This design comes from an exercise in tuning for small area, a short achievable clock period and few clock cycles on the open sky130 flow, not from production work.
Only simulation tests tie the RTL to the original design; equivalence was not proved.
Power figures rest on the tool's default switching activity, not on a simulated workload.

==> design.v <==
module interpolation (
    input           clk,
    input           RST,
    input           START,
    input   [5:0]   H0,
    input   [5:0]   V0,
    input   [3:0]   SW,
    input   [3:0]   SH,
    output          REN,
    input   [7:0]   R_DATA,
    output  [11:0]  ADDR,
    output  [7:0]   O_DATA,
    output          O_VALID
);
reg [5:0] reg_H0, reg_H0_next;
reg [5:0] reg_V0, reg_V0_next;
reg [3:0] reg_SW, reg_SW_next;
reg [3:0] reg_SH, reg_SH_next;
reg [11:0] reg_ADDR, reg_ADDR_next;
reg        output_valid, output_valid_next;  
reg        done, done_next;  
assign ADDR = reg_ADDR;
assign REN = 1'b0;
assign O_VALID = output_valid;
reg [9:0] width_sum, width_sum_next;
reg [9:0] height_sum, height_sum_next;
wire [5:0] X_lower, X_upper, Y_lower, Y_upper;
reg [5:0] last_y_row, last_y_row_next;  
reg x_divide, y_divide, x_divide_next, y_divide_next;
assign X_lower = width_sum[9:4];
assign X_upper = x_divide_next ? width_sum[9:4] : width_sum[9:4] + 1;
assign Y_lower = height_sum[9:4];
assign Y_upper = y_divide_next ? height_sum[9:4] : height_sum[9:4] + 1;
wire [5:0] next_X_lower, next_X_upper, next_Y_lower, next_Y_upper;
assign next_X_lower = width_sum_next[9:4];
assign next_X_upper = (width_sum_next[3:0] == 0) ? width_sum_next[9:4] : width_sum_next[9:4] + 1;
assign next_Y_lower = height_sum_next[9:4];
assign next_Y_upper = (height_sum_next[3:0] == 0) ? height_sum_next[9:4] : height_sum_next[9:4] + 1;
reg [3:0] x_ratio, x_ratio_next;  
reg [3:0] y_ratio, y_ratio_next;  
wire [7:0] left_margin, right_margin;
reg [7:0] data_y_lower [0:1];
reg [7:0] data_y_lower_next [0:1];
reg [7:0] data_y_upper [0:1];
reg [7:0] data_y_upper_next [0:1];
reg [4:0] count_cycle, count_cycle_next;
reg [1:0] pre_pre_state, pre_state, state, state_next;
wire pre_pre_state_is_11, pre_pre_state_is_10, pre_pre_state_is_01, pre_pre_state_is_00;
assign pre_pre_state_is_11 = pre_pre_state[1] & pre_pre_state[1];
assign pre_pre_state_is_00 = ~pre_pre_state[1] & ~pre_pre_state[0];
wire [5:0] x_ADDR, y_ADDR;
assign x_ADDR = state[1] ? X_upper : X_lower;
assign y_ADDR = state[0] ? Y_upper : Y_lower;
    Cal_Interpolation cal_inter_left (
        .DATA_1(data_y_lower[0]),
        .DATA_2(data_y_upper[0]),
        .ratio(y_ratio),
        .Out_DATA(left_margin)
    );
    Cal_Interpolation cal_inter_right (
        .DATA_1(data_y_lower[1]),
        .DATA_2(data_y_upper[1]),
        .ratio(y_ratio),
        .Out_DATA(right_margin)
    );
    Cal_Interpolation cal_inter (
        .DATA_1(left_margin),
        .DATA_2(right_margin),
        .ratio(x_ratio),
        .Out_DATA(O_DATA)
    );
always @(*)begin
    count_cycle_next = count_cycle;
    case(state)
        2'b00: begin
            if(y_divide_next | x_divide_next) begin
                state_next = 2'b11;
            end
            else begin
                state_next = 2'b01;
            end
        end
        2'b01: begin
            state_next = 2'b10;
        end
        2'b10: begin
            state_next = 2'b11;
        end
        2'b11: begin
            count_cycle_next = (count_cycle == 5'd16) ? 0 : count_cycle + 1;
            if(X_lower == next_X_lower && Y_upper == next_Y_upper) begin
                state_next = (X_upper == next_X_upper) ? 2'b11 : 2'b01;
            end
            else if(X_upper == next_X_lower) begin
                state_next = 2'b10;
            end
            else begin
                state_next = 2'b00;
            end
        end
    endcase
end
always @(*)begin
    reg_ADDR_next[5:0] = x_ADDR + reg_H0;
    reg_ADDR_next[11:6] = y_ADDR + reg_V0;
    output_valid_next = pre_state[1] & pre_state[0];
end
always @(*)begin
    case(pre_state)
        2'b00: begin
            data_y_lower_next[0] = R_DATA;
            data_y_lower_next[1] = x_divide ? R_DATA : data_y_lower[1];
            data_y_upper_next[0] = y_divide ? R_DATA : data_y_upper[0];
            data_y_upper_next[1] = data_y_upper[1];
        end
        2'b01: begin
            data_y_upper_next[0] = R_DATA;
            data_y_lower_next[0] = data_y_lower[0];
            data_y_lower_next[1] = data_y_lower[1];
            data_y_upper_next[1] = data_y_upper[1];
        end
        2'b10: begin
            data_y_lower_next[1] = R_DATA;
            data_y_lower_next[0] = pre_pre_state_is_11 ? data_y_lower[1] : data_y_lower[0];  
            data_y_upper_next[0] = pre_pre_state_is_11 ? data_y_upper[1] : data_y_upper[0];
            data_y_upper_next[1] = data_y_upper[1];
        end
        2'b11: begin
            data_y_upper_next[1] = R_DATA;
            data_y_lower_next[1] = y_divide ? R_DATA : data_y_lower[1];
            data_y_upper_next[0] = x_divide ? R_DATA : data_y_upper[0];
            data_y_lower_next[0] = y_divide ? data_y_upper[0] :
                                    x_divide ? data_y_lower[1] : data_y_lower[0];
        end
    endcase
end
always @(*)begin
    if(START) begin
        reg_H0_next = H0;
        reg_V0_next = V0;
        reg_SW_next = SW - 1;
        reg_SH_next = SH - 1;
    end
    else begin
        reg_H0_next = reg_H0;
        reg_V0_next = reg_V0;
        reg_SW_next = reg_SW;
        reg_SH_next = reg_SH;
    end
end
always @(*)begin
    if(state == 2'b11) begin
        if(count_cycle == 5'd16) begin
            width_sum_next = 0;
            height_sum_next = height_sum + reg_SH;
        end
        else begin
            width_sum_next = width_sum + reg_SW;
            height_sum_next = height_sum;
        end
    end
    else begin
        width_sum_next = width_sum;
        height_sum_next = height_sum;
    end
    x_divide_next = (width_sum[3:0] == 0);
    y_divide_next = (height_sum[3:0] == 0);
    x_ratio_next = width_sum[3:0];
    y_ratio_next = height_sum[3:0];
    if(height_sum[9:4] == reg_V0_next) begin
        done_next = 0;
    end
    else begin
        done_next = 1;
    end
end
always @(negedge clk) begin
    reg_ADDR <= reg_ADDR_next;
    data_y_lower[0] <= data_y_lower_next[0];
    data_y_lower[1] <= data_y_lower_next[1];
    data_y_upper[0] <= data_y_upper_next[0];
    data_y_upper[1] <= data_y_upper_next[1];
    output_valid <= output_valid_next;
end
always @(posedge clk) begin
    if(RST | START) begin
        width_sum <= 0;
        height_sum <= 0;
        state <= 2'b00;
        pre_state <= 2'b00;
        pre_pre_state <= 2'b00;
        x_divide <= 0;
        y_divide <= 0;
        x_ratio <= 0;
        y_ratio <= 0;
        done <= 1;
        count_cycle <= 0;
    end
    else begin
        width_sum <= width_sum_next;
        height_sum <= height_sum_next;
        state <= state_next;
        pre_state <= state;
        pre_pre_state <= pre_state;
        x_divide <= x_divide_next;
        y_divide <= y_divide_next;
        x_ratio <= x_ratio_next;
        y_ratio <= y_ratio_next;
        done <= done_next;
        count_cycle <= count_cycle_next;
    end
    reg_H0 <= reg_H0_next;
    reg_V0 <= reg_V0_next;
    reg_SW <= reg_SW_next;
    reg_SH <= reg_SH_next;
end
endmodule
module Cal_Interpolation (
    input   [7:0]   DATA_1,
    input   [7:0]   DATA_2,
    input   [3:0]   ratio,
    output  [7:0]   Out_DATA
);
    reg [3:0] flip_ratio;
    wire [7:0] d1_3, d1_2, d1_1, d1_0, d2_3, d2_2, d2_1, d2_0;
    wire [11:0] output_inter;
    assign d1_3 = {8{flip_ratio[3]}} & DATA_1;
    assign d1_2 = {8{flip_ratio[2]}} & DATA_1;
    assign d1_1 = {8{flip_ratio[1]}} & DATA_1;
    assign d1_0 = {8{flip_ratio[0]}} & DATA_1;
    assign d2_3 = {8{ratio[3]}} & DATA_2;
    assign d2_2 = {8{ratio[2]}} & DATA_2;
    assign d2_1 = {8{ratio[1]}} & DATA_2;
    assign d2_0 = {8{ratio[0]}} & DATA_2;
    assign output_inter = {d1_3, 3'b000} + {d1_2, 2'b00} + {d1_1, 1'b0} + d1_0 
                        + {d2_3, 3'b000} + {d2_2, 2'b00} + {d2_1, 1'b0} + d2_0 ;
    assign Out_DATA = (ratio == 4'b0000) ? DATA_1 : output_inter[11:4];
    always @(*)begin
        flip_ratio = ~ratio[3:0] + 1;
    end
endmodule
==> run.sh <==
#!/bin/bash
# synth_recipe.tcl (not shown) runs the flow's synth.tcl, then flattens the netlist and writes it again
# the make line also repeats each setting of config.mk as NAME=value (left out here)
make -C /OpenROAD-flow-scripts/flow DESIGN_CONFIG=/design/flow/config.mk WORK_HOME=/design/flow/orfs CLKGATE_MAP_FILE= SYNTH_SCRIPT=/design/flow/synth_recipe.tcl finish
==> config.mk <==
export PLATFORM = sky130hd
export DESIGN_NAME = interpolation
export DESIGN_NICKNAME = interpolation
export VERILOG_FILES = /design/flow/design.v
export SDC_FILE = /design/flow/constraint.sdc
export NUM_CORES = 4
export LEC_CHECK = 0
export CAP_MARGIN = 20
export CORE_MARGIN = 2
export CORE_UTILIZATION = 40
export SLEW_MARGIN = 20
==> constraint.sdc <==
create_clock -name core_clock -period 32.0 [get_ports {clk}]
set_input_delay 6.4000 -clock core_clock [delete_from_list [all_inputs] [get_ports {clk}]]
set_output_delay 6.4000 -clock core_clock [all_outputs]
set_load 0.01 [all_outputs]
==> results of run 1 <==
[critical path: cells and delay by family (launching register included)]
family          cells  cell delay (ns)
fa+ha+maj          10             4.80
compound gates      9             1.52
buf+inv             6             0.84
flops               1             0.48
mux                 2             0.45
simple gates        2             0.34
xor+xnor            2             0.18
[kinds of logic after synthesis]
family	share of synthesized area
flip-flops	0.248
AND/OR/NAND/NOR	0.177
AO/OA/AOI/OAI	0.0845
XOR/XNOR	0.0645
adder cells (fa/ha/maj)	0.323
other	0.000354
buffers and inverters	0.0749
multiplexers	0.0278
[registers in the layout, summed over array words and instances (netlist names), 5 cells and up]
register and count:
reg_V0 6, data_y_lower 16, data_y_upper 16, height_sum 10, reg_H0 6, width_sum 10
reg_ADDR 12, count_cycle 5
[where the power goes]
group	switching (uW)	internal, uW	leakage (uW)
Combinational	17.9	16.0	0.00411
Sequential	6.85	150	0.000935
Clock	70.3	71.6	0.000401
Total	95.0	237	0.00545
[layer usage]
metal	routed length, um	vias up	track usage
met5	0	-	0
met4	269	0	0.0461
met3	715	20	0.0257
met2	11400	118	0.299
met1	10100	3751	0.214
li1	-	3772	-
[cell usage in the layout (no fill, tap or decap), types with 9 or more instances in the layout]
master	n
sky130_fd_sc_hd__mux2_2	11
sky130_fd_sc_hd__clkdlybuf4s50_1	50
sky130_fd_sc_hd__and2_1	97
sky130_fd_sc_hd__inv_1	206
sky130_fd_sc_hd__nand3_1	22
sky130_fd_sc_hd__xnor2_1	46
sky130_fd_sc_hd__a21oi_1	54
sky130_fd_sc_hd__o21bai_1	13
sky130_fd_sc_hd__edfxtp_1	52
sky130_fd_sc_hd__xor2_1	31
sky130_fd_sc_hd__a21o_1	12
sky130_fd_sc_hd__clkbuf_16	11
sky130_fd_sc_hd__nor2_1	107
sky130_fd_sc_hd__o21ai_0	18
sky130_fd_sc_hd__nand2_1	86
sky130_fd_sc_hd__dfxtp_1	53
sky130_fd_sc_hd__nor3_1	14
sky130_fd_sc_hd__buf_4	9
sky130_fd_sc_hd__ha_1	61
sky130_fd_sc_hd__mux2i_1	16
sky130_fd_sc_hd__fa_1	133
sky130_fd_sc_hd__nand2b_1	9
[how the worst min path moves through the flow]
stage,start,end
2_1_floorplan,height_sum[0],height_sum[0]
3_3_place_gp,height_sum[2],height_sum[2]
3_5_place_dp,height_sum[3],height_sum[3]
4_1_cts,height_sum[3],height_sum[3]
5_1_grt,height_sum[0],height_sum[0]
6_report,height_sum[0],height_sum[0]
[repair_timing]
item                                    4_1_cts  5_1_grt
resized for setup                             0       11
setup buffers                                 0        5
endpoints found under the setup margin        0        3
hold buffers                                  0        0
endpoints found under the hold margin         0        0
[cell type report]
type | count | area (um2) | area share
multi-input combinational | 822 | 7220 | 0.604
sequential | 105 | 2620 | 0.219
inverter | 162 | 608 | 0.0509
timing repair buffer | 60 | 581 | 0.0486
tap | 335 | 419 | 0.0351
clock buffer | 11 | 275 | 0.0230
clock inverter | 50 | 223 | 0.0186
[through the flow]
| step | hold WS [ns] | instance area (um2) | instances |
|---|---|---|---|
| after floorplan | 0.456 | 10600 | 1133 |
| after global placement | 0.484 | 11400 | 1480 |
| after detailed placement | 0.488 | 11400 | 1480 |
| after CTS | 0.503 | 11900 | 1540 |
| after global routing | 0.541 | 11900 | 1545 |
| final | 0.500 | 11900 | 1545 |
==> summary.md, run 1 <==
• **Avg Inst Size Synth** 9.35 um2
• **post-detailed-placement half-perimeter wirelength** 17.8 mm
• **Root Buffer Master** sky130_fd_sc_hd__clkbuf_16
• **list of most frequent post-synthesis cells** sky130_fd_sc_hd__inv_1, sky130_fd_sc_hd__fa_1, sky130_fd_sc_hd__nor2_1, sky130_fd_sc_hd__and2_1, sky130_fd_sc_hd__nand2_1
• **slowest cell on the critical path** sky130_fd_sc_hd__fa_1
• **clock network latency to the later pin of the worst-skew pair** 0.43 ns
• **final critical-path setup slack** 0.565 ns
• **Diodes inserted** 0
• **synthesized netlist cell count** 1133
• **total nets after synthesis** 1358
• **number of core rows** 59
• **LEAKAGE** 0.00545 uW
• **Global Route Usage Sum** 0.168
• **synthesis-to-finish area growth** 12.8%
• **Setup Skew** 0.0732 ns
• **largest net degree at the start of global routing** 33
• **TritonCTS clock tree** built
• **number of primary I/O pins** 53
• **fraction of post-synthesis cell area in the top cell type by area** 0.251
• **number of max-slew violations in the final report** 0
• **Die W** 167 um
• **Data required, critical path** 25.60 ns
• **destination of the worst register-to-register timing path** reg_ADDR[5]
• **filler cell count in the final layout** 2532
• **run status** timing/DRC/antenna clean
• **antenna violations before repair** 0
• **final core utilization** 0.459
• **number of clock sinks** 105
• **share of synthesized flip-flops with an asynchronous set or reset** 0
• **height of the die** 167 um
• **vias in the first global route** 8048
• **flip-flop and latch count after synthesis** 105
• **Synth Warn #** 10
• **initial core utilization** 0.406
• **power per unit of standard cell area** 27.8 nW/um2
• **number of nets in the final layout** 1430
• **final setup violation count** 0
• **arrival time of the worst setup path** 25.04 ns
• **path type of the worst min-delay path** flip-flop to flip-flop
• **synthesized cell area** 10600 um2
• **remaining global-route overflow** 0
• **number of vias in the routed layout** 7661
• **minimum setup slack after placement** 0.501 ns
• **Worst Path Max Fanout** 5
• **overall power consumption** 332 uW
• **transition time at the pin with the least slew margin** 1.04 ns
• **cts bufs inserted** 9
• **fraction of the yosys area taken by sequential cells** 0.248
• **crit path kind** flip-flop to output pin
• **startpoint class of the critical path** flip-flop
• **Yosys cell types** 62
• **die area** 27800 um2
• **number of remaining DRC errors** 0
• **total count of hold-check failures in the final report** 0
• **DRC marker count from the first detailed-route iteration** 341
• **first-pass iteration count of the detailed router** 4
• **layout cells sized above 1** 0.0463
• **number of enable-type register cells in the synthesized netlist** 52
• **top cells by area, synth** sky130_fd_sc_hd__fa_1, sky130_fd_sc_hd__edfxtp_1, sky130_fd_sc_hd__dfxtp_1, sky130_fd_sc_hd__ha_1, sky130_fd_sc_hd__inv_1
• **headroom to the max-slew limit** 0.309
• **maximum single-stage delay on the critical path** 0.59 ns
• **Critical path destination** O_DATA[6]
• **post-synthesis cell type with the largest combined area** sky130_fd_sc_hd__fa_1
• **Most used DFF post-synth** sky130_fd_sc_hd__dfxtp_1
• **worst setup path start** data_y_upper[0][2]
• **reg2reg setup slack** 12.95 ns
• **cell seen most often among critical-path stages** sky130_fd_sc_hd__fa_1
• **wire per inst** 14.6 um
• **Routed WL** 22.5 mm
• **capturing element type of the critical path** output pin
• **RePlAce Congestion** 0.886
• **clock transition time at the flip-flop clock pins of the worst setup and hold paths** 0.08 ns
• **core footprint** 26100 um2
• **count of max-cap constraint violations** 0
• **clock buffer depth** 2
• **depth of the worst register-to-register path** 9
• **wire length of the first global-routing pass** 38.5 mm
• **Max rail drop VDD** 0.0000226 V
• **number of input and output port buffers inserted** 51
• **sum of negative setup slack** 0 ns
• **H-Tree Level Count** 3
• **R2R Path Start** width_sum[1]
• **number of antenna-violating nets in the routed design** 0
• **hold path depth** 2
• **cell with the most instances after synthesis** sky130_fd_sc_hd__inv_1
• **Vias/cell** 4.96
• **RSZ-0062 raised after global routing** no
Testbench counts, summed over its fixed seeds: cycles 126,036.
==> run 2, diff against run 1 <==
==> design.v (replaced) <==
module interpolation (
    input           clk,
    input           RST,
    input           START,
    input   [5:0]   H0,
    input   [5:0]   V0,
    input   [3:0]   SW,
    input   [3:0]   SH,
    output          REN,
    input   [7:0]   R_DATA,
    output  [11:0]  ADDR,
    output  [7:0]   O_DATA,
    output          O_VALID
);
assign REN = 1'b0;
reg [5:0] h0;
reg [3:0] sw, sh;            
reg [5:0] rrow;              
reg [3:0] ryf;               
reg [3:0] rc;                
reg       rsub;              
reg [11:0] addr;
reg        a_vld, a_bot;     
reg [3:0]  a_yr;
reg        r_vld, r_bot;     
reg [3:0]  r_yr;
reg [7:0] T, B;
reg [3:0] c_yr;
reg       cfull;
reg [7:0] N;
reg       nv;
reg [1:0] cnt;               
reg        active, loaded;
reg [4:0]  oj, oi;
reg [3:0]  xr;
reg [7:0]  vl, vu;
reg [7:0]  odata;
reg        ovalid;
assign ADDR = addr;
assign O_DATA = odata;
assign O_VALID = ovalid;
function [7:0] lerp;
    input [7:0] a, b;
    input [3:0] r;
    reg [8:0]  d;
    reg [11:0] p;
    begin
        d = {1'b0, b} - {1'b0, a};
        p = {{3{d[8]}}, d} * {8'd0, r};
        lerp = a + p[11:4];
    end
endfunction
wire [7:0] vcol = lerp(T, B, c_yr);
wire       row_end = (oj == 5'd16);
wire [4:0] xsum = {1'b0, xr} + {1'b0, sw};
wire       pop_next = row_end | ((xr == 4'd0) ? (sw != 4'd0) : (xsum[4] & (xsum[3:0] != 4'd0)));
wire       avail = nv | cfull;
wire       produce = active & loaded;
wire       want = active & (loaded ? (pop_next & ~(row_end & (oi == 5'd16))) : 1'b1);
wire       take = want & avail;
wire [7:0] src = nv ? N : vcol;
wire       issue = rsub | (cnt != 2'd2) | take;
wire       col_done = rsub | (ryf == 4'd0);
wire [4:0] ysum = {1'b0, ryf} + {1'b0, sh};
wire [7:0] lerp_a = (xr == 4'd0) ? vu : vl;
always @(posedge clk) begin
    addr <= {rrow + {5'd0, rsub}, h0 + {2'd0, rc}};
    a_yr <= ryf;
    a_bot <= rsub;
    r_yr <= a_yr;
    r_bot <= a_bot;
    odata <= lerp(lerp_a, vu, xr);
    if (START) begin
        h0 <= H0;
        sw <= SW - 4'd1;
        sh <= SH - 4'd1;
        rrow <= V0;
        ryf <= 4'd0;
        rc <= 4'd0;
        rsub <= 1'b0;
        a_vld <= 1'b0;
        r_vld <= 1'b0;
        cfull <= 1'b0;
        nv <= 1'b0;
        cnt <= 2'd0;
        active <= 1'b1;
        loaded <= 1'b0;
        oj <= 5'd0;
        oi <= 5'd0;
        xr <= 4'd0;
        ovalid <= 1'b0;
    end else begin
        a_vld <= issue;
        r_vld <= a_vld;
        if (issue) begin
            if (col_done) begin
                rsub <= 1'b0;
                if (rc == sw) begin
                    rc <= 4'd0;
                    ryf <= ysum[3:0];
                    rrow <= rrow + {5'd0, ysum[4]};
                end else begin
                    rc <= rc + 4'd1;
                end
            end else begin
                rsub <= 1'b1;
            end
        end
        cnt <= cnt + {1'b0, issue & ~rsub} - {1'b0, take};
        if (r_vld & ~r_bot)
            T <= R_DATA;
        if (r_vld & (r_bot | (r_yr == 4'd0))) begin
            B <= R_DATA;
            c_yr <= r_yr;
        end
        if (take) begin
            if (nv) begin
                N <= vcol;
                nv <= cfull;
                cfull <= 1'b0;
            end else begin
                cfull <= 1'b0;
            end
        end else if (cfull & ~nv) begin
            N <= vcol;
            nv <= 1'b1;
            cfull <= 1'b0;
        end
        if (r_vld & (r_bot | (r_yr == 4'd0)))
            cfull <= 1'b1;
        ovalid <= produce;
        if (take) begin
            vl <= vu;
            vu <= src;
        end
        if (produce) begin
            if (row_end) begin
                oj <= 5'd0;
                xr <= 4'd0;
                oi <= oi + 5'd1;
                if (oi == 5'd16)
                    active <= 1'b0;
            end else begin
                oj <= oj + 5'd1;
                xr <= xsum[3:0];
            end
            loaded <= ~pop_next | take;
        end else if (take) begin
            loaded <= 1'b1;
        end
        if (RST)
            active <= 1'b0;
    end
end
endmodule
==> run 2 against run 1 <==
  * Utilization grew 0.97 points
  * Setup slack gained 24 ns
  * Wire length shrank 33%
  * Via count shrank 27%
  * Final area shrank 18%
  * Worst hold slack lost 0.17 ns
  * Sequential cell count grew 21
  * Synthesized area shrank 20%
  * Total power grew 110%
  * Critical endpoint is now c_yr[0]
==> summary.md, run 2 <==
• **Routed WL** 15.2 mm
• **count of max-cap constraint violations** 0
• **clock transition time at the flip-flop clock pins of the worst setup and hold paths** 0.05 ns
• **Largest register FFs** 12
• **RePlAce Congestion** 0.798
• **height of the die** 149 um
• **vias in the first global route** 5719
• **final setup violation count** 0
• **clock buffer depth** 2
• **share of the synthesized netlist area taken by xor and xnor gates** 0.0861
• **filler cell count in the final layout** 1972
• **run status** timing/DRC/antenna clean
• **remaining global-route overflow** 0
• **number of primary I/O pins** 53
• **cts bufs inserted** 17
• **largest net degree at the start of global routing** 57
• **path type of the worst min-delay path** flip-flop to flip-flop
• **number of nets in the final layout** 1049
• **largest family of logic cells by synthesized area** adder cells
• **number of max-slew violations in the final report** 0
• **commonest non-fill, non-tap cell in the layout** sky130_fd_sc_hd__inv_1
• **achievable clock frequency** 129 MHz
• **antenna violations before repair** 0
• **number of remaining DRC errors** 0
• **list of most frequent post-synthesis cells** sky130_fd_sc_hd__inv_1, sky130_fd_sc_hd__ha_1, sky130_fd_sc_hd__edfxtp_1, sky130_fd_sc_hd__nand2_1, sky130_fd_sc_hd__dfxtp_1
• **power per unit of standard cell area** 71.6 nW/um2
• **TritonCTS clock tree** built
• **transition time at the pin with the least slew margin** 0.931 ns
• **capturing element type of the critical path** flip-flop
• **share of synthesized flip-flops with an asynchronous set or reset** 0
• **first-pass iteration count of the detailed router** 5
• **wire length of the first global-routing pass** 26.9 mm
• **critical path cell sequence** buf_2 -> buf_4 -> nand2b_1 -> nor2_1
• **Final Critical Period** 7.78 ns
• **clock network latency to the later pin of the worst-skew pair** 0.41 ns
• **initial core utilization** 0.404
• **core footprint** 20900 um2
• **post-synthesis cell type with the largest combined area** sky130_fd_sc_hd__edfxtp_1
• **headroom to the max-slew limit** 0.377
• **DRC marker count from the first detailed-route iteration** 240
• **number of enable-type register cells in the synthesized netlist** 64
• **complex-gate fraction of the synthesized area** 0.0953
• **crit path kind** primary input to flip-flop
• **sum of negative setup slack** 0 ns
• **count of hold buffers inserted by post-cts repair** 0
• **Global Route Usage Sum** 0.151
• **Simple-Gate Fraction of Synth Area** 0.142
• **combined area of the multi-input logic cells** 4760 um2
• **arrival time of the worst setup path** 7.80 ns
• **Die W** 149 um
• **cell with the most instances after synthesis** sky130_fd_sc_hd__inv_1
• **fraction of post-synthesis cell area in the top cell type by area** 0.228
• **Setup Skew** 0.0162 ns
• **synthesis-to-finish area growth** 15.8%
• **Post-CTS Resized** 0
• **slowest cell on the critical path** sky130_fd_sc_hd__nor2_1
• **post-detailed-placement half-perimeter wirelength** 11.7 mm
• **Final Cycle Share** 0.243
• **number of vias in the routed layout** 5583
• **number of antenna-violating nets in the routed design** 0
• **Root Buffer Master** sky130_fd_sc_hd__clkbuf_16
• **LEAKAGE** 0.00430 uW
• **total count of hold-check failures in the final report** 0
• **adder-cell area share of the yosys netlist** 0.218
• **Synth Warn #** 1
• **number of post-CTS setup repair buffers** 0
• **worst-case hold slack** 0.326 ns
• **Max rail drop VDD** 0.0000490 V
• **maximum single-stage delay on the critical path** 0.73 ns
• **number of clock sinks** 126
• **leading cell types in the layout, fill and taps excluded** sky130_fd_sc_hd__inv_1, sky130_fd_sc_hd__ha_1, sky130_fd_sc_hd__edfxtp_1, sky130_fd_sc_hd__nand2_1, sky130_fd_sc_hd__dfxtp_1
• **share of cell area taken by muxes after synthesis** 0.0215
• **Avg Inst Size Synth** 10.1 um2
• **Data required, critical path** 32.03 ns
• **die area** 22300 um2
• **fraction of the yosys area taken by sequential cells** 0.375
• **synthesized cell area** 8440 um2
• **area used by sequential logic in the layout** 3160 um2
• **number of buffers and inverters on the critical path** 2
• **Diodes inserted** 0
• **Vias/cell** 4.73
• **number of input and output port buffers inserted** 51
• **RSZ-0062 raised after global routing** no
• **total nets after synthesis** 994
• **number of core rows** 53
• **Yosys cell types** 67
• **Most used DFF post-synth** sky130_fd_sc_hd__edfxtp_1
• **top cells by area, synth** sky130_fd_sc_hd__edfxtp_1, sky130_fd_sc_hd__dfxtp_1, sky130_fd_sc_hd__ha_1, sky130_fd_sc_hd__fa_1, sky130_fd_sc_hd__xnor2_1
• **layout cells sized above 1** 0.0608
• **wire per inst** 12.9 um
• **synthesized netlist cell count** 837
• **cell family with most CP delay** simple AND/OR/NAND/NOR gates
• **H-Tree Level Count** 4
• **startpoint class of the critical path** primary input
• **flip-flop and latch count after synthesis** 126
• **Largest Register** addr
• **Worst Path Max Fanout** 56
## run 2: cell types whose count changed in the layout (fill, tap and decap cells not counted), sizes merged, moves of 10 or more
cell / before / now
nor2b: 6 / 23
fa: 133 / 35
ha: 61 / 91
o21bai: 13 / 2
nor2: 109 / 53
a21oi: 61 / 36
o21ai: 21 / 31
clkbuf: 11 / 28
nand2: 86 / 63
edfxtp: 52 / 64
inv: 208 / 115
xnor2: 47 / 59
and2: 98 / 33
## run 2: power breakdown
group / total, uW / internal (uW) / switching, uW
Clock: 179 / 112 / 66.9
Combinational: 296 / 139 / 156
Sequential: 226 / 212 / 14.6
## run 2: kinds of logic after synthesis
group	count (synthesis)
simple gates	234
fa+ha+maj	126
buf+inv	134
xor+xnor	83
compound gates	116
flops	126
mux	17
other cells	1
## run 2: worst paths after layout
kind	startpoint	endpoint	slack [ns]	depth (start not counted)
worst max register to register	xr[0]	odata[7]	25.20	28
worst min register to register	a_yr[0]	r_yr[0]	0.33	0
worst min-delay path	a_yr[0]	r_yr[0]	0.33	0
worst max-delay path	START	c_yr[0]	24.22	4
## run 2: metrics by stage
step / setup slack (ns) / instance area (um2) / util / power, uW / std cells
final: 24.22 / 9780 / 0.468 / 701 / 1180
after global routing: 24.08 / 9780 / 0.468 / 761 / 1180
after CTS: 24.20 / 9780 / 0.468 / 709 / 1180
after detailed placement: 23.76 / 9230 / 0.442 / 526 / 1148
after global placement: 23.83 / 9230 / 0.442 / 523 / 1148
after floorplan: 24.10 / 8440 / - / 451 / 837
## run 2: metal layers
metal	wire length [um]	global-route usage	vias to the layer above
li1	-	-	2901
met1	7530	0.202	2577
met2	6960	0.247	80
met3	414	0.0309	25
met4	277	0.0486	0
met5	0	0	-
## run 2: layout make-up
type / instances / share of cell area
Clock buffer: 28 / 0.0541
Clock inverter: 4 / 0.00256
Inverter: 116 / 0.0445
Multi-Input combinational cell: 577 / 0.486
Sequential cell: 126 / 0.323
Tap cell: 275 / 0.0352
Timing Repair Buffer: 54 / 0.0540
Testbench counts of run 2, summed over its fixed seeds: cycles 87,218.
==> run 3, diff against run 2 <==
--- a/design.v
+++ b/design.v
@@ -24,4 +24,3 @@
 reg [3:0]  a_yr;
-reg        r_vld, r_bot;     
-reg [3:0]  r_yr;
+reg        r_top, r_last;    
 reg [7:0] T, B;
@@ -34,3 +33,3 @@
 reg [4:0]  oj, oi;
-reg [3:0]  xr;
+reg [3:0]  xq;                
 reg [7:0]  vl, vu;
@@ -44,8 +43,10 @@
     input [3:0] r;
-    reg [8:0]  d;
-    reg [11:0] p;
+    reg [11:0] s;
     begin
-        d = {1'b0, b} - {1'b0, a};
-        p = {{3{d[8]}}, d} * {8'd0, r};
-        lerp = a + p[11:4];
+        s = {4'd0, a}
+          + {4'd0, r[0] ? b : a}
+          + {3'd0, r[1] ? b : a, 1'b0}
+          + {2'd0, r[2] ? b : a, 2'b0}
+          + {1'd0, r[3] ? b : a, 3'b0};
+        lerp = s[11:4];
     end
@@ -54,7 +55,7 @@
 wire       row_end = (oj == 5'd16);
-wire [4:0] xsum = {1'b0, xr} + {1'b0, sw};
-wire       pop_next = row_end | ((xr == 4'd0) ? (sw != 4'd0) : (xsum[4] & (xsum[3:0] != 4'd0)));
+wire [4:0] xdif = {1'b0, xq} - {1'b0, sw};
+wire       pop_next = row_end | xdif[4];
 wire       avail = nv | cfull;
 wire       produce = active & loaded;
-wire       want = active & (loaded ? (pop_next & ~(row_end & (oi == 5'd16))) : 1'b1);
+wire       want = active & (~loaded | (pop_next & ~(row_end & (oi == 5'd16))));
 wire       take = want & avail;
@@ -64,3 +65,2 @@
 wire [4:0] ysum = {1'b0, ryf} + {1'b0, sh};
-wire [7:0] lerp_a = (xr == 4'd0) ? vu : vl;
 always @(posedge clk) begin
@@ -69,5 +69,15 @@
     a_bot <= rsub;
-    r_yr <= a_yr;
-    r_bot <= a_bot;
-    odata <= lerp(lerp_a, vu, xr);
+    odata <= lerp(vu, vl, xq);
+    if (r_top)
+        T <= R_DATA;
+    if (r_last)
+        B <= R_DATA;
+    if (a_vld & a_bot)
+        c_yr <= a_yr;
+    if (take) begin
+        vl <= vu;
+        vu <= src;
+    end
+    if (nv ? take : ~take)
+        N <= vcol;
     if (START) begin
@@ -76,2 +86,6 @@
         sh <= SH - 4'd1;
+    end
+end
+always @(posedge clk) begin
+    if (START) begin
         rrow <= V0;
@@ -81,3 +95,4 @@
         a_vld <= 1'b0;
-        r_vld <= 1'b0;
+        r_top <= 1'b0;
+        r_last <= 1'b0;
         cfull <= 1'b0;
@@ -89,3 +104,3 @@
         oi <= 5'd0;
-        xr <= 4'd0;
+        xq <= 4'd0;
         ovalid <= 1'b0;
@@ -93,3 +108,4 @@
         a_vld <= issue;
-        r_vld <= a_vld;
+        r_top <= a_vld & ~a_bot;
+        r_last <= a_vld & (a_bot | (a_yr == 4'd0));
         if (issue) begin
@@ -109,28 +125,8 @@
         cnt <= cnt + {1'b0, issue & ~rsub} - {1'b0, take};
-        if (r_vld & ~r_bot)
-            T <= R_DATA;
-        if (r_vld & (r_bot | (r_yr == 4'd0))) begin
-            B <= R_DATA;
-            c_yr <= r_yr;
-        end
-        if (take) begin
-            if (nv) begin
-                N <= vcol;
-                nv <= cfull;
-                cfull <= 1'b0;
-            end else begin
-                cfull <= 1'b0;
-            end
-        end else if (cfull & ~nv) begin
-            N <= vcol;
+        if (take)
+            nv <= nv & cfull;
+        else if (cfull)
             nv <= 1'b1;
-            cfull <= 1'b0;
-        end
-        if (r_vld & (r_bot | (r_yr == 4'd0)))
-            cfull <= 1'b1;
+        cfull <= r_last | (cfull & nv & ~take);
         ovalid <= produce;
-        if (take) begin
-            vl <= vu;
-            vu <= src;
-        end
         if (produce) begin
@@ -138,3 +134,3 @@
                 oj <= 5'd0;
-                xr <= 4'd0;
+                xq <= 4'd0;
                 oi <= oi + 5'd1;
@@ -144,3 +140,3 @@
                 oj <= oj + 5'd1;
-                xr <= xsum[3:0];
+                xq <= xdif[3:0];
             end
--- a/config.mk
+++ b/config.mk
@@ -10,2 +10,3 @@
 export CORE_UTILIZATION = 40
+export CTS_BUF_LIST = sky130_fd_sc_hd__clkbuf_4
 export SLEW_MARGIN = 20
==> run 3 against run 2 <==
  * Combinational power grew 63%
  * Global-route usage shrank 1.5 points
  * Final cell count shrank 20%
  * Largest cell class unchanged
  * Wire length shrank 18%
  * Die area shrank 13%
  * Setup slack lost 0.020 ns
  * Count of clock-buffer cells in the layout shrank 10
  * Critical path depth shrank 3
  * Sequential share of layout area grew 4.8 points
  * Highest routed layer unchanged
==> summary.md, run 3 <==
• **post-detailed-placement half-perimeter wirelength** 9.37 mm
• **synthesized netlist cell count** 657
• **total placed instance area** 8040 um2
• **number of input and output port buffers inserted** 51
• **RePlAce Congestion** 0.829
• **number of max-slew violations in the final report** 0
• **clock network latency to the later pin of the worst-skew pair** 0.53 ns
• **RSZ-0062 raised after global routing** no
• **arrival time of the worst setup path** 1.40 ns
• **worst setup path start** addr[5]
• **Inst Count DP** 916
• **sum of negative setup slack** 0 ns
• **number of antenna-violating nets in the routed design** 0
• **fraction of the yosys area taken by sequential cells** 0.420
• **total count of hold-check failures in the final report** 0
• **crit path kind** flip-flop to output pin
• **combined area of the multi-input logic cells** 3820 um2
• **power per unit of standard cell area** 101 nW/um2
• **run status** timing/DRC/antenna clean
• **number of core rows** 49
• **synthesized cell area** 7350 um2
• **number of buffers and inverters on the critical path** 1
• **Diodes inserted** 0
• **wire length of the first global-routing pass** 21.9 mm
• **Largest Register** addr
• **layout cells sized above 1** 0.0793
• **list of most frequent post-synthesis cells** sky130_fd_sc_hd__inv_1, sky130_fd_sc_hd__edfxtp_1, sky130_fd_sc_hd__dfxtp_1, sky130_fd_sc_hd__ha_1, sky130_fd_sc_hd__mux2i_1
• **synthesis-to-finish area growth** 13.1%
• **Largest register FFs** 12
• **number of enable-type register cells in the synthesized netlist** 64
• **Hold Startpoint** ryf[3]
• **clock buffer depth** 2
• **Root Buffer Master** sky130_fd_sc_hd__clkbuf_4
• **Final Cycle Share** 0.244
• **number of primary I/O pins** 53
• **post-synthesis cell type with the largest combined area** sky130_fd_sc_hd__edfxtp_1
• **capturing element type of the critical path** output pin
• **wire per inst** 13.1 um
• **reg2reg setup slack** 27.45 ns
• **critical path cell sequence** clkdlybuf4s50_1
• **commonest non-fill, non-tap cell in the layout** sky130_fd_sc_hd__inv_1
• **cell family with most CP delay** buffers and inverters
• **path type of the worst min-delay path** flip-flop to flip-flop
• **count of hold buffers inserted by post-cts repair** 0
• **number of clock sinks** 122
• **height of the die** 140 um
• **number of remaining DRC errors** 0
• **Most used DFF post-synth** sky130_fd_sc_hd__edfxtp_1
• **startpoint class of the critical path** flip-flop
• **antenna violations before repair** 0
• **Max rail drop VDD** 0.0000684 V
• **top cells by area, synth** sky130_fd_sc_hd__edfxtp_1, sky130_fd_sc_hd__dfxtp_1, sky130_fd_sc_hd__fa_1, sky130_fd_sc_hd__ha_1, sky130_fd_sc_hd__mux2i_1
• **number of vias in the routed layout** 4688
• **Post-Layout Cell Count** 948
• **headroom to the max-slew limit** 0.480
• **fraction of post-synthesis cell area in the top cell type by area** 0.262
• **Die W** 140 um
• **number of nets in the final layout** 831
• **Yosys cell types** 60
• **count of max-cap constraint violations** 0
• **number of post-CTS setup repair buffers** 0
• **cell with the most instances after synthesis** sky130_fd_sc_hd__inv_1
• **vias in the first global route** 4946
• **Worst Path Max Fanout** 1
• **first-pass iteration count of the detailed router** 5
• **share of synthesized flip-flops with an asynchronous set or reset** 0
• **maximum single-stage delay on the critical path** 0.54 ns
• **Post-CTS Resized** 0
• **die area** 19500 um2
• **LEAKAGE** 0.00344 uW
• **Avg Inst Size Synth** 11.2 um2
• **Final Critical Period** 7.80 ns
• **final setup violation count** 0
• **Data required, critical path** 25.60 ns
• **clock transition time at the flip-flop clock pins of the worst setup and hold paths** 0.10 ns
• **Global Route Usage Sum** 0.137
• **total nets after synthesis** 782
• **Synth Warn #** 1
• **destination of the worst register-to-register timing path** vu[5]
• **cts bufs inserted** 17
• **Routed WL** 12.4 mm
• **remaining global-route overflow** 0
• **R2R Path Start** c_yr[0]
• **area used by sequential logic in the layout** 3080 um2
• **slowest cell on the critical path** sky130_fd_sc_hd__clkdlybuf4s50_1
• **initial core utilization** 0.409
• **DRC marker count from the first detailed-route iteration** 214
• **flip-flop and latch count after synthesis** 122
• **achievable clock frequency** 128 MHz
• **hold path depth** 0
• **leading cell types in the layout, fill and taps excluded** sky130_fd_sc_hd__inv_1, sky130_fd_sc_hd__edfxtp_1, sky130_fd_sc_hd__dfxtp_1, sky130_fd_sc_hd__clkdlybuf4s50_1, sky130_fd_sc_hd__ha_1
• **filler cell count in the final layout** 1655
• **depth of the worst register-to-register path** 14
• **transition time at the pin with the least slew margin** 0.780 ns
• **area of all placed cells without fillers** 8310 um2
• **Vias/cell** 4.95
• **Min-Delay Endpoint** a_yr[3]
• **Setup Skew** 0.0121 ns
• **TritonCTS clock tree** built
• **H-Tree Level Count** 4
• **core footprint** 18000 um2
• **largest net degree at the start of global routing** 60
==> run 3: cell types whose count changed after synthesis, moves of 11 or more <==
| cell | change |
|---|---|
| sky130_fd_sc_hd__inv_1 | -23 |
| sky130_fd_sc_hd__nor2_1 | -25 |
| sky130_fd_sc_hd__and2_1 | -30 |
| sky130_fd_sc_hd__xnor2_1 | -38 |
| sky130_fd_sc_hd__mux2i_1 | +38 |
| sky130_fd_sc_hd__a21oi_1 | -11 |
| sky130_fd_sc_hd__nand2_1 | -30 |
| sky130_fd_sc_hd__ha_1 | -42 |
| sky130_fd_sc_hd__nor2b_1 | -13 |
==> run 3: area by class of cell <==
cell class                      count  area share
Clock buffer                       18      0.0163
Inverter                           92      0.0416
Tap cell                          229      0.0345
Clock inverter                     14      0.0157
Multi-Input combinational cell    422       0.460
Sequential cell                   122       0.371
Timing Repair Buffer               51      0.0612
==> run 3: logic make-up (layout without fill, tap and decap cells) <==
group	Yosys count	in the layout	synth area share
flops	122	122	0.420
other cells	1	1	0.000510
fa+ha+maj	94	94	0.206
simple gates	133	133	0.0966
buf+inv	113	175	0.0606
mux	64	64	0.0903
xor+xnor	43	43	0.0513
compound gates	87	87	0.0751
==> run 3: report_power, final <==
part           total, uW  internal [uW]  switching, uW
clock network        106           46.1           60.2
logic                483            232            251
registers            246            222           23.7
==> run 3: worst max path at each step <==
stage               endpoint  slack, ns  depth (start not counted)
floorplan            rrow[0]      24.45                          3
global placement     rrow[3]      24.09                          2
detailed placement   rrow[4]      24.02                          2
CTS                  ADDR[5]      24.13                          1
global route         ADDR[3]      24.09                          1
finish               ADDR[5]      24.20                          1
==> run 3: routing by layer <==
layer | track usage | part of all wire | vias to the layer above
met1 | 0.163 | 0.45 | 2260
met4 | 0.0436 | 0.013 | 0
met2 | 0.237 | 0.51 | 68
met3 | 0.0409 | 0.030 | 14
li1 | - | - | 2346
met5 | 0 | 0 | -
==> run 3: per-stage QoR <==
stage,power (uW),utilization,hold slack [ns],worst slack (ns)
final,835,0.462,0.402,24.20
after global routing,936,0.462,0.419,24.09
after CTS,851,0.462,0.401,24.13
after detailed placement,740,0.448,0.389,24.02
after global placement,728,0.448,0.384,24.09
after floorplan,632,-,0.363,24.45
Testbench counts of run 3, summed over its fixed seeds: cycles 87,218.
==> run 4, diff against run 3 <==
--- a/config.mk
+++ b/config.mk
@@ -10,3 +10,3 @@
 export CORE_UTILIZATION = 40
-export CTS_BUF_LIST = sky130_fd_sc_hd__clkbuf_4
+export CTS_BUF_LIST = sky130_fd_sc_hd__clkbuf_8
 export SLEW_MARGIN = 20
==> run 4 against run 3 <==
  * Critical path type unchanged
  * Largest cell class unchanged
  * Still clean
  * Final cell count did not move
  * Critical endpoint unchanged
  * Non-clock buffer count did not move
  * Setup slack improved by 0.11 ns
==> summary.md, run 4 <==
• **run status** timing/DRC/antenna clean
• **H-Tree Level Count** 4
• **RSZ-0062 raised after global routing** no
• **largest net degree at the start of global routing** 60
• **total count of hold-check failures in the final report** 0
• **number of post-CTS setup repair buffers** 0
• **worst-case hold slack** 0.397 ns
• **Vias/cell** 4.94
• **fraction of the yosys area taken by sequential cells** 0.420
• **flip-flop and latch count after synthesis** 122
• **top cells by area, synth** sky130_fd_sc_hd__edfxtp_1, sky130_fd_sc_hd__dfxtp_1, sky130_fd_sc_hd__fa_1, sky130_fd_sc_hd__ha_1, sky130_fd_sc_hd__mux2i_1
• **Post-CTS Resized** 0
• **total placed instance area** 8040 um2
• **Most used DFF post-synth** sky130_fd_sc_hd__edfxtp_1
• **list of most frequent post-synthesis cells** sky130_fd_sc_hd__inv_1, sky130_fd_sc_hd__edfxtp_1, sky130_fd_sc_hd__dfxtp_1, sky130_fd_sc_hd__ha_1, sky130_fd_sc_hd__mux2i_1
• **Largest Register** addr
• **number of buffers and inverters on the critical path** 1
• **number of primary I/O pins** 53
• **Final Critical Period** 7.69 ns
• **layout cells sized above 1** 0.0807
• **path type of the worst min-delay path** flip-flop to flip-flop
• **clock transition time at the flip-flop clock pins of the worst setup and hold paths** 0.07 ns
• **synthesized cell area** 7350 um2
• **count of max-cap constraint violations** 0
• **Global Route Usage Sum** 0.136
• **number of remaining DRC errors** 0
• **achievable clock frequency** 130 MHz
• **first-pass iteration count of the detailed router** 5
• **area of all placed cells without fillers** 8440 um2
• **DRC marker count from the first detailed-route iteration** 234
• **remaining global-route overflow** 0
• **startpoint class of the critical path** flip-flop
• **vias in the first global route** 4915
• **slowest cell on the critical path** sky130_fd_sc_hd__clkdlybuf4s50_1
• **TritonCTS clock tree** built
• **Max rail drop VDD** 0.0000685 V
• **final setup violation count** 0
• **wire length of the first global-routing pass** 21.9 mm
• **crit path kind** flip-flop to output pin
• **number of max-slew violations in the final report** 0
• **Data required, critical path** 25.60 ns
• **height of the die** 140 um
• **power per unit of standard cell area** 103 nW/um2
• **initial core utilization** 0.409
• **cell with the most instances after synthesis** sky130_fd_sc_hd__inv_1
• **number of clock sinks** 122
• **number of enable-type register cells in the synthesized netlist** 64
• **capturing element type of the critical path** output pin
• **headroom to the max-slew limit** 0.479
• **post-detailed-placement half-perimeter wirelength** 9.37 mm
• **total nets after synthesis** 782
• **commonest non-fill, non-tap cell in the layout** sky130_fd_sc_hd__inv_1
• **overall power consumption** 868 uW
• **number of core rows** 49
• **Avg Inst Size Synth** 11.2 um2
• **number of antenna-violating nets in the routed design** 0
• **Routed WL** 12.5 mm
• **number of vias in the routed layout** 4684
• **clock buffer depth** 2
• **critical path cell sequence** clkdlybuf4s50_1
• **count of hold buffers inserted by post-cts repair** 0
• **number of input and output port buffers inserted** 51
• **sum of negative setup slack** 0 ns
• **share of synthesized flip-flops with an asynchronous set or reset** 0
• **wire per inst** 13.2 um
• **Worst Path Max Fanout** 1
• **fraction of post-synthesis cell area in the top cell type by area** 0.262
• **die area** 19500 um2
• **transition time at the pin with the least slew margin** 0.782 ns
• **Yosys cell types** 60
• **cell family with most CP delay** buffers and inverters
• **Final Cycle Share** 0.240
• **antenna violations before repair** 0
• **maximum single-stage delay on the critical path** 0.54 ns
• **Die W** 140 um
• **Largest register FFs** 12
• **leading cell types in the layout, fill and taps excluded** sky130_fd_sc_hd__inv_1, sky130_fd_sc_hd__edfxtp_1, sky130_fd_sc_hd__dfxtp_1, sky130_fd_sc_hd__clkdlybuf4s50_1, sky130_fd_sc_hd__ha_1
• **core footprint** 18000 um2
• **LEAKAGE** 0.00350 uW
• **cts bufs inserted** 17
• **filler cell count in the final layout** 1637
• **synthesis-to-finish area growth** 14.9%
• **number of nets in the final layout** 831
• **clock network latency to the later pin of the worst-skew pair** 0.44 ns
• **synthesized netlist cell count** 657
• **Root Buffer Master** sky130_fd_sc_hd__clkbuf_8
• **arrival time of the worst setup path** 1.29 ns
• **post-synthesis cell type with the largest combined area** sky130_fd_sc_hd__edfxtp_1
• **RePlAce Congestion** 0.829
• **Synth Warn #** 1
• **Diodes inserted** 0
• **Setup Skew** 0.00900 ns
[run 4: routing by layer]
metal  global-route usage  routed length, um
met5                    0                  0
met4               0.0484                205
met3               0.0337                363
met2                0.235               6240
met1                0.164               5690
[run 4: power by group]
part | internal, uW | leakage, uW | total, uW | switching [uW]
Combinational | 232 | 0.00221 | 484 | 252
Clock | 74.8 | 0.000206 | 138 | 63.2
Sequential | 223 | 0.00109 | 246 | 23.8
Total | 529 | 0.00350 | 868 | 339
[run 4: final timing paths]
| check | startpoint | endpoint | slack, ns | depth (start not counted) |
|---|---|---|---|---|
| hold reg to reg | ryf[3] | a_yr[3] | 0.40 | 0 |
| setup / recovery | addr[5] | ADDR[5] | 24.31 | 1 |
| hold / removal | ryf[3] | a_yr[3] | 0.40 | 0 |
| setup reg to reg | c_yr[0] | vu[5] | 27.46 | 14 |
[run 4: area by class of cell]
| class | instances | area [um2] | area share |
|---|---|---|---|
| Multi-Input combinational cell | 422 | 3820 | 0.452 |
| Sequential cell | 122 | 3080 | 0.365 |
| Timing Repair Buffer | 51 | 508 | 0.0602 |
| Inverter | 92 | 345 | 0.0409 |
| Tap cell | 229 | 287 | 0.0340 |
| Clock buffer | 20 | 275 | 0.0326 |
| Clock inverter | 12 | 123 | 0.0145 |
[run 4: kinds of logic after synthesis]
kind of cell	after synthesis	synth area share
compound gates	87	0.0751
xor+xnor	43	0.0513
fa+ha+maj	94	0.206
buf+inv	113	0.0606
flops	122	0.420
mux	64	0.0903
other cells	1	0.000510
simple gates	133	0.0966
[run 4: stage by stage]
step	util	setup WS [ns]	cells
2_1_floorplan	-	24.45	657
3_3_place_gp	0.448	24.09	916
3_5_place_dp	0.448	24.02	916
4_1_cts	0.470	24.26	948
5_1_grt	0.470	24.25	948
6_report	0.470	24.31	948
==> run 5, diff against run 4 <==
--- a/config.mk
+++ b/config.mk
@@ -11,2 +11,4 @@
 export CTS_BUF_LIST = sky130_fd_sc_hd__clkbuf_8
+export CTS_CLUSTER_DIAMETER = 200
+export CTS_CLUSTER_SIZE = 60
 export SLEW_MARGIN = 20
==> run 5 against run 4 <==
  * Largest cell class unchanged
  * First-iteration DRC count unchanged
  * Worst hold slack unchanged
  * Critical path type unchanged
  * Still clean on timing, DRC and antenna
  * Sequential power about the same
  * Synthesized cell count unchanged
  * Count of clock-buffer cells in the layout unchanged
  * Critical endpoint unchanged
==> summary.md, run 5 <==
• **run status** timing/DRC/antenna clean
• **Yosys cell types** 60
• **destination of the worst register-to-register timing path** vu[5]
• **cell family with most CP delay** buffers and inverters
• **list of most frequent post-synthesis cells** sky130_fd_sc_hd__inv_1, sky130_fd_sc_hd__edfxtp_1, sky130_fd_sc_hd__dfxtp_1, sky130_fd_sc_hd__ha_1, sky130_fd_sc_hd__mux2i_1
• **leading cell types in the layout, fill and taps excluded** sky130_fd_sc_hd__inv_1, sky130_fd_sc_hd__edfxtp_1, sky130_fd_sc_hd__dfxtp_1, sky130_fd_sc_hd__clkdlybuf4s50_1, sky130_fd_sc_hd__ha_1
• **synthesized cell area** 7350 um2
• **Vias/cell** 4.94
• **number of clock sinks** 122
• **fraction of the yosys area taken by sequential cells** 0.420
• **crit path kind** flip-flop to output pin
• **total count of hold-check failures in the final report** 0
• **critical path depth** 1
• **cts bufs inserted** 17
• **worst setup path start** addr[5]
• **number of primary I/O pins** 53
• **layout cells sized above 1** 0.0807
• **Max rail drop VDD** 0.0000685 V
• **sum of negative setup slack** 0 ns
• **arrival time of the worst setup path** 1.29 ns
• **fraction of post-synthesis cell area in the top cell type by area** 0.262
• **DRC marker count from the first detailed-route iteration** 234
• **final setup violation count** 0
• **Diodes inserted** 0
• **Data required, critical path** 25.60 ns
• **post-detailed-placement half-perimeter wirelength** 9.37 mm
• **Setup Skew** 0.00900 ns
• **achievable clock frequency** 130 MHz
• **maximum single-stage delay on the critical path** 0.54 ns
• **flip-flop and latch count after synthesis** 122
• **capturing element type of the critical path** output pin
• **Final Cycle Share** 0.240
• **vias in the first global route** 4915
• **Synth Warn #** 1
• **cell with the most instances after synthesis** sky130_fd_sc_hd__inv_1
• **number of remaining DRC errors** 0
• **wire length of the first global-routing pass** 21.9 mm
• **first-pass iteration count of the detailed router** 5
• **RSZ-0062 raised after global routing** no
• **Largest Register** addr
• **Routed WL** 12.5 mm
• **height of the die** 140 um
• **Largest register FFs** 12
• **Post-CTS Resized** 0
• **synthesized netlist cell count** 657
• **commonest non-fill, non-tap cell in the layout** sky130_fd_sc_hd__inv_1
• **antenna violations before repair** 0
• **share of synthesized flip-flops with an asynchronous set or reset** 0
• **Root Buffer Master** sky130_fd_sc_hd__clkbuf_8
• **largest net degree at the start of global routing** 60
• **number of core rows** 49
• **number of input and output port buffers inserted** 51
• **Critical path destination** ADDR[5]
• **path type of the worst min-delay path** flip-flop to flip-flop
• **number of post-CTS setup repair buffers** 0
• **final core utilization** 0.470
• **R2R Path Start** c_yr[0]
• **Avg Inst Size Synth** 11.2 um2
• **total nets after synthesis** 782
• **wire per inst** 13.2 um
• **count of max-cap constraint violations** 0
• **number of antenna-violating nets in the routed design** 0
• **count of hold buffers inserted by post-cts repair** 0
• **top cells by area, synth** sky130_fd_sc_hd__edfxtp_1, sky130_fd_sc_hd__dfxtp_1, sky130_fd_sc_hd__fa_1, sky130_fd_sc_hd__ha_1, sky130_fd_sc_hd__mux2i_1
• **critical path cell sequence** clkdlybuf4s50_1
• **number of vias in the routed layout** 4684
• **Most used DFF post-synth** sky130_fd_sc_hd__edfxtp_1
• **synthesis-to-finish area growth** 14.9%
• **initial core utilization** 0.409
• **clock network latency to the later pin of the worst-skew pair** 0.44 ns
• **TritonCTS clock tree** built
• **post-synthesis cell type with the largest combined area** sky130_fd_sc_hd__edfxtp_1
• **RePlAce Congestion** 0.829
• **Global Route Usage Sum** 0.136
• **number of max-slew violations in the final report** 0
• **number of enable-type register cells in the synthesized netlist** 64
• **Die W** 140 um
• **startpoint class of the critical path** flip-flop
• **core footprint** 18000 um2
• **slowest cell on the critical path** sky130_fd_sc_hd__clkdlybuf4s50_1
• **power per unit of standard cell area** 103 nW/um2
• **reg2reg setup slack** 27.46 ns
• **clock transition time at the flip-flop clock pins of the worst setup and hold paths** 0.07 ns
• **clock buffer depth** 2
• **headroom to the max-slew limit** 0.479
• **transition time at the pin with the least slew margin** 0.782 ns
• **number of nets in the final layout** 831
• **Worst Path Max Fanout** 1
• **H-Tree Level Count** 4
• **die area** 19500 um2
• **remaining global-route overflow** 0
• **number of buffers and inverters on the critical path** 1
• **Final Critical Period** 7.69 ns
• **LEAKAGE** 0.00350 uW
• **depth of the worst register-to-register path** 14
## run 5: cell counts after synthesis
No cell type changed its count.
## run 5: kinds of logic (layout without fill, tap and decap cells)
| family | after synthesis | after routing | share of synthesized area |
|---|---|---|---|
| muxes | 64 | 64 | 0.0903 |
| xor gates and xnor gates | 43 | 43 | 0.0513 |
| DFF | 122 | 122 | 0.420 |
| and+or+nand+nor | 133 | 133 | 0.0966 |
| AOI/OAI and AO/OA | 87 | 87 | 0.0751 |
| buffers and inverters | 113 | 175 | 0.0606 |
| other | 1 | 1 | 0.000510 |
| adders and majority gates | 94 | 94 | 0.206 |
## run 5: worst register-to-register path: stages (launching register included)
cell                       delay [ns]
sky130_fd_sc_hd__edfxtp_1        0.66
sky130_fd_sc_hd__mux2i_1         0.18
sky130_fd_sc_hd__fa_1            0.52
sky130_fd_sc_hd__inv_1           0.05
sky130_fd_sc_hd__fa_1            0.53
sky130_fd_sc_hd__inv_1           0.06
sky130_fd_sc_hd__fa_1            0.46
sky130_fd_sc_hd__nor4bb_1        0.41
sky130_fd_sc_hd__nand2_1         0.12
sky130_fd_sc_hd__fa_1            0.41
sky130_fd_sc_hd__nand2b_1        0.17
sky130_fd_sc_hd__a21oi_1         0.23
sky130_fd_sc_hd__nor3_1          0.09
sky130_fd_sc_hd__xnor2_1         0.14
sky130_fd_sc_hd__mux2_2          0.26
## run 5: area by class of cell
cell class | count | area [um2]
Timing Repair Buffer | 51 | 508
Fill cell | 1637 | 9520
Tap cell | 229 | 287
Sequential cell | 122 | 3080
Inverter | 92 | 345
Multi-Input combinational cell | 422 | 3820
Clock inverter | 12 | 123
Clock buffer | 20 | 275
## run 5: how the worst min path moves through the flow
stage,startpoint,cells after the start,endpoint
after floorplan,ryf[3],0,a_yr[3]
after global placement,ryf[2],0,a_yr[2]
after detailed placement,ryf[3],0,a_yr[3]
after CTS,ryf[3],0,a_yr[3]
after global routing,ryf[3],0,a_yr[3]
final,ryf[3],0,a_yr[3]
## run 5: power breakdown
part	internal [uW]	switching (uW)
Combinational	232	252
Sequential	223	23.8
Clock	74.8	63.2
Total	529	339
## run 5: per-stage QoR
| step | std cells | setup WS (ns) | power [uW] | hold WS, ns | area, um2 |
|---|---|---|---|---|---|
| after floorplan | 657 | 24.45 | 632 | 0.363 | 7350 |
| after global placement | 916 | 24.09 | 728 | 0.384 | 8040 |
| after detailed placement | 916 | 24.02 | 740 | 0.389 | 8040 |
| after CTS | 948 | 24.26 | 883 | 0.400 | 8440 |
| after global routing | 948 | 24.25 | 967 | 0.416 | 8440 |
| final | 948 | 24.31 | 868 | 0.397 | 8440 |
## run 5: routing by layer
metal  vias up  part of all wire  GRT usage
met5         -                 0          0
met4         0             0.016     0.0484
met3        19             0.029     0.0337
met2        57              0.50      0.235
met1      2265              0.46      0.164
li1       2343                 -          -
==> run 6, diff against run 5 <==
--- a/config.mk
+++ b/config.mk
@@ -10,5 +10,5 @@
 export CORE_UTILIZATION = 40
-export CTS_BUF_LIST = sky130_fd_sc_hd__clkbuf_8
-export CTS_CLUSTER_DIAMETER = 200
-export CTS_CLUSTER_SIZE = 60
+export CTS_BUF_LIST = sky130_fd_sc_hd__clkbuf_16
+export CTS_CLUSTER_DIAMETER = 300
+export CTS_CLUSTER_SIZE = 100
 export SLEW_MARGIN = 20
==> run 6 against run 5 <==
  * Still clean on timing, DRC and antenna
  * Synthesized area stayed put
  * Setup slack gained 0.023 ns
  * Non-clock buffer count unchanged
  * Fmax rose by 0.30%
  * Die area did not move
  * Critical path depth did not move
  * Clock power increased by 28%
  * Via count about the same
  * Combinational power is essentially flat
  * Count of clock-buffer cells in the layout fell by 1
  * Clock skew fell by 0.0034 ns
  * Critical path type unchanged
  * Largest power group unchanged
  * Highest routed layer unchanged
==> summary.md, run 6 <==
• **H-Tree Level Count** 4
• **startpoint class of the critical path** flip-flop
• **number of nets in the final layout** 831
• **layout cells sized above 1** 0.0779
• **maximum single-stage delay on the critical path** 0.54 ns
• **number of clock sinks** 122
• **largest net degree at the start of global routing** 60
• **core footprint** 18000 um2
• **Routed WL** 12.6 mm
• **leading cell types in the layout, fill and taps excluded** sky130_fd_sc_hd__inv_1, sky130_fd_sc_hd__edfxtp_1, sky130_fd_sc_hd__dfxtp_1, sky130_fd_sc_hd__clkdlybuf4s50_1, sky130_fd_sc_hd__ha_1
• **top cells by area, synth** sky130_fd_sc_hd__edfxtp_1, sky130_fd_sc_hd__dfxtp_1, sky130_fd_sc_hd__fa_1, sky130_fd_sc_hd__ha_1, sky130_fd_sc_hd__mux2i_1
• **cell family with most CP delay** buffers and inverters
• **Global Route Usage Sum** 0.138
• **number of buffers and inverters on the critical path** 1
• **arrival time of the worst setup path** 1.26 ns
• **Final Cycle Share** 0.240
• **clock buffer depth** 2
• **Die W** 140 um
• **RePlAce Congestion** 0.829
• **Post-CTS Resized** 0
• **flip-flop and latch count after synthesis** 122
• **post-synthesis cell type with the largest combined area** sky130_fd_sc_hd__edfxtp_1
• **final core utilization** 0.478
• **number of antenna-violating nets in the routed design** 0
• **wire length of the first global-routing pass** 22.2 mm
• **synthesized netlist cell count** 657
• **clock transition time at the flip-flop clock pins of the worst setup and hold paths** 0.05 ns
• **Setup Skew** 0.00563 ns
• **Diodes inserted** 0
• **sum of negative setup slack** 0 ns
• **vias in the first global route** 5003
• **number of primary I/O pins** 53
• **fraction of post-synthesis cell area in the top cell type by area** 0.262
• **run status** timing/DRC/antenna clean
• **critical path depth** 1
• **count of hold buffers inserted by post-cts repair** 0
• **achievable clock frequency** 130 MHz
• **fraction of the yosys area taken by sequential cells** 0.420
• **antenna violations before repair** 0
• **die area** 19500 um2
• **Final Critical Period** 7.66 ns
• **post-detailed-placement half-perimeter wirelength** 9.37 mm
• **Most used DFF post-synth** sky130_fd_sc_hd__edfxtp_1
• **filler cell count in the final layout** 1618
• **total nets after synthesis** 782
• **cell with the most instances after synthesis** sky130_fd_sc_hd__inv_1
• **path type of the worst min-delay path** flip-flop to flip-flop
• **synthesis-to-finish area growth** 16.9%
• **power per unit of standard cell area** 106 nW/um2
• **crit path kind** flip-flop to output pin
• **Yosys cell types** 60
• **headroom to the max-slew limit** 0.487
• **TritonCTS clock tree** built
• **number of input and output port buffers inserted** 51
• **depth of the worst register-to-register path** 14
• **total count of hold-check failures in the final report** 0
• **capturing element type of the critical path** output pin
• **DRC marker count from the first detailed-route iteration** 223
• **synthesized cell area** 7350 um2
• **number of remaining DRC errors** 0
• **share of synthesized flip-flops with an asynchronous set or reset** 0
• **number of post-CTS setup repair buffers** 0
• **Largest Register** addr
• **LEAKAGE** 0.00357 uW
• **Data required, critical path** 25.60 ns
• **critical path cell sequence** clkdlybuf4s50_1
• **remaining global-route overflow** 0
• **initial core utilization** 0.409
• **hold path depth** 0
• **Synth Warn #** 1
• **cts bufs inserted** 17
• **clock network latency to the later pin of the worst-skew pair** 0.41 ns
• **number of enable-type register cells in the synthesized netlist** 64
• **Max rail drop VDD** 0.0000685 V
• **number of vias in the routed layout** 4686
• **Root Buffer Master** sky130_fd_sc_hd__clkbuf_16
• **Post-Layout Cell Count** 948
• **RSZ-0062 raised after global routing** no
• **wire per inst** 13.3 um
• **worst-case hold slack** 0.397 ns
• **first-pass iteration count of the detailed router** 4
• **number of max-slew violations in the final report** 0
• **list of most frequent post-synthesis cells** sky130_fd_sc_hd__inv_1, sky130_fd_sc_hd__edfxtp_1, sky130_fd_sc_hd__dfxtp_1, sky130_fd_sc_hd__ha_1, sky130_fd_sc_hd__mux2i_1
• **transition time at the pin with the least slew margin** 0.769 ns
• **Avg Inst Size Synth** 11.2 um2
• **count of max-cap constraint violations** 0
• **number of core rows** 49
• **final setup violation count** 0
• **Inst Count DP** 916
• **Largest register FFs** 12
• **slowest cell on the critical path** sky130_fd_sc_hd__clkdlybuf4s50_1
• **Worst Path Max Fanout** 1
• **commonest non-fill, non-tap cell in the layout** sky130_fd_sc_hd__inv_1
• **height of the die** 140 um
• **Vias/cell** 4.94
==> run 6: cell counts after synthesis <==
No cell type changed its count.
==> run 6: kinds of logic (layout without fill, tap and decap cells) <==
logic type | Yosys count | after routing | synth area share
adder cells (fa/ha/maj) | 94 | 94 | 0.206
flip-flops | 122 | 122 | 0.420
AND/OR/NAND/NOR | 133 | 133 | 0.0966
XOR/XNOR | 43 | 43 | 0.0513
buffers and inverters | 113 | 175 | 0.0606
other | 1 | 1 | 0.000510
multiplexers | 64 | 64 | 0.0903
AO/OA/AOI/OAI | 87 | 87 | 0.0751
==> run 6: area by class of cell <==
type / instances / area, um2 / area share
Clock inverter: 13 / 73.8 / 0.00859
Multi-Input combinational cell: 422 / 3820 / 0.445
Sequential cell: 122 / 3080 / 0.359
Inverter: 92 / 345 / 0.0402
Tap cell: 229 / 287 / 0.0334
Clock buffer: 19 / 475 / 0.0553
Timing Repair Buffer: 51 / 508 / 0.0591
==> run 6: worst paths after layout <==
check / from / to / slack (ns)
max reg2reg: c_yr[0] / vu[5] / 27.45
max: addr[5] / ADDR[5] / 24.34
min: ryf[3] / a_yr[3] / 0.40
min reg2reg: ryf[3] / a_yr[3] / 0.40
==> run 6: through the flow <==
stage / power, uW / setup slack [ns] / cell area (um2)
floorplan: 632 / 24.45 / 7350
global placement: 728 / 24.09 / 8040
detailed placement: 740 / 24.02 / 8040
CTS: 923 / 24.31 / 8590
global route: 1010 / 24.29 / 8590
finish: 908 / 24.34 / 8590
==> run 6: metal layers <==
metal  GRT usage  part of all wire  up-vias
li1            -                 -     2346
met1       0.165              0.45     2273
met2       0.242              0.51       51
met3      0.0275             0.024       16
met4      0.0564             0.017        0
met5           0                 0        -
==> run 6: where the power goes <==
part / leakage, uW / total, uW / internal (uW) / switching (uW)
logic: 0.00221 / 485 / 232 / 253
registers: 0.00109 / 247 / 223 / 23.8
clock network: 0.000275 / 177 / 107 / 70.1
total: 0.00357 / 908 / 562 / 346

re-timing with driven ports:
No port has a modelled driver above. Below, the same layouts with a new extraction and two added sets of constraints. Step 1 assumes that a clkbuf_16 drives the clock port and a buf_2 every other input. Step 2 also shifts input and output timing later by t, the mid clock arrival at the registers, as if the neighbouring blocks saw the same clock. a / b / c = ideal ports / drivers / drivers and shift; a / b = the first two.
| run | t, ns | slack for setup (ns) | latest minus earliest clock arrival (ns) | cell pins on the clock port's net |
|---|---|---|---|---|
| run 2 | 0.451 | 24.224 / 24.247 / 23.796 | 0.016 / 0.017 | 1 |
| run 3 | 0.562 | 24.204 / 24.169 / 24.400 | 0.013 / 0.013 | 1 |
| run 4 | 0.469 | 24.313 / 24.276 / 24.384 | 0.010 / 0.010 | 1 |
| run 5 | 0.469 | 24.313 / 24.276 / 24.384 | 0.010 / 0.010 | 1 |
| run 6 | 0.451 | 24.336 / 24.297 / 24.388 | 0.006 / 0.005 | 1 |
After both steps setup and hold are still met in every run listed. The setup slack of run 2, which loses most, moves by +0.023 ns with the drivers and by -0.428 ns with both steps.
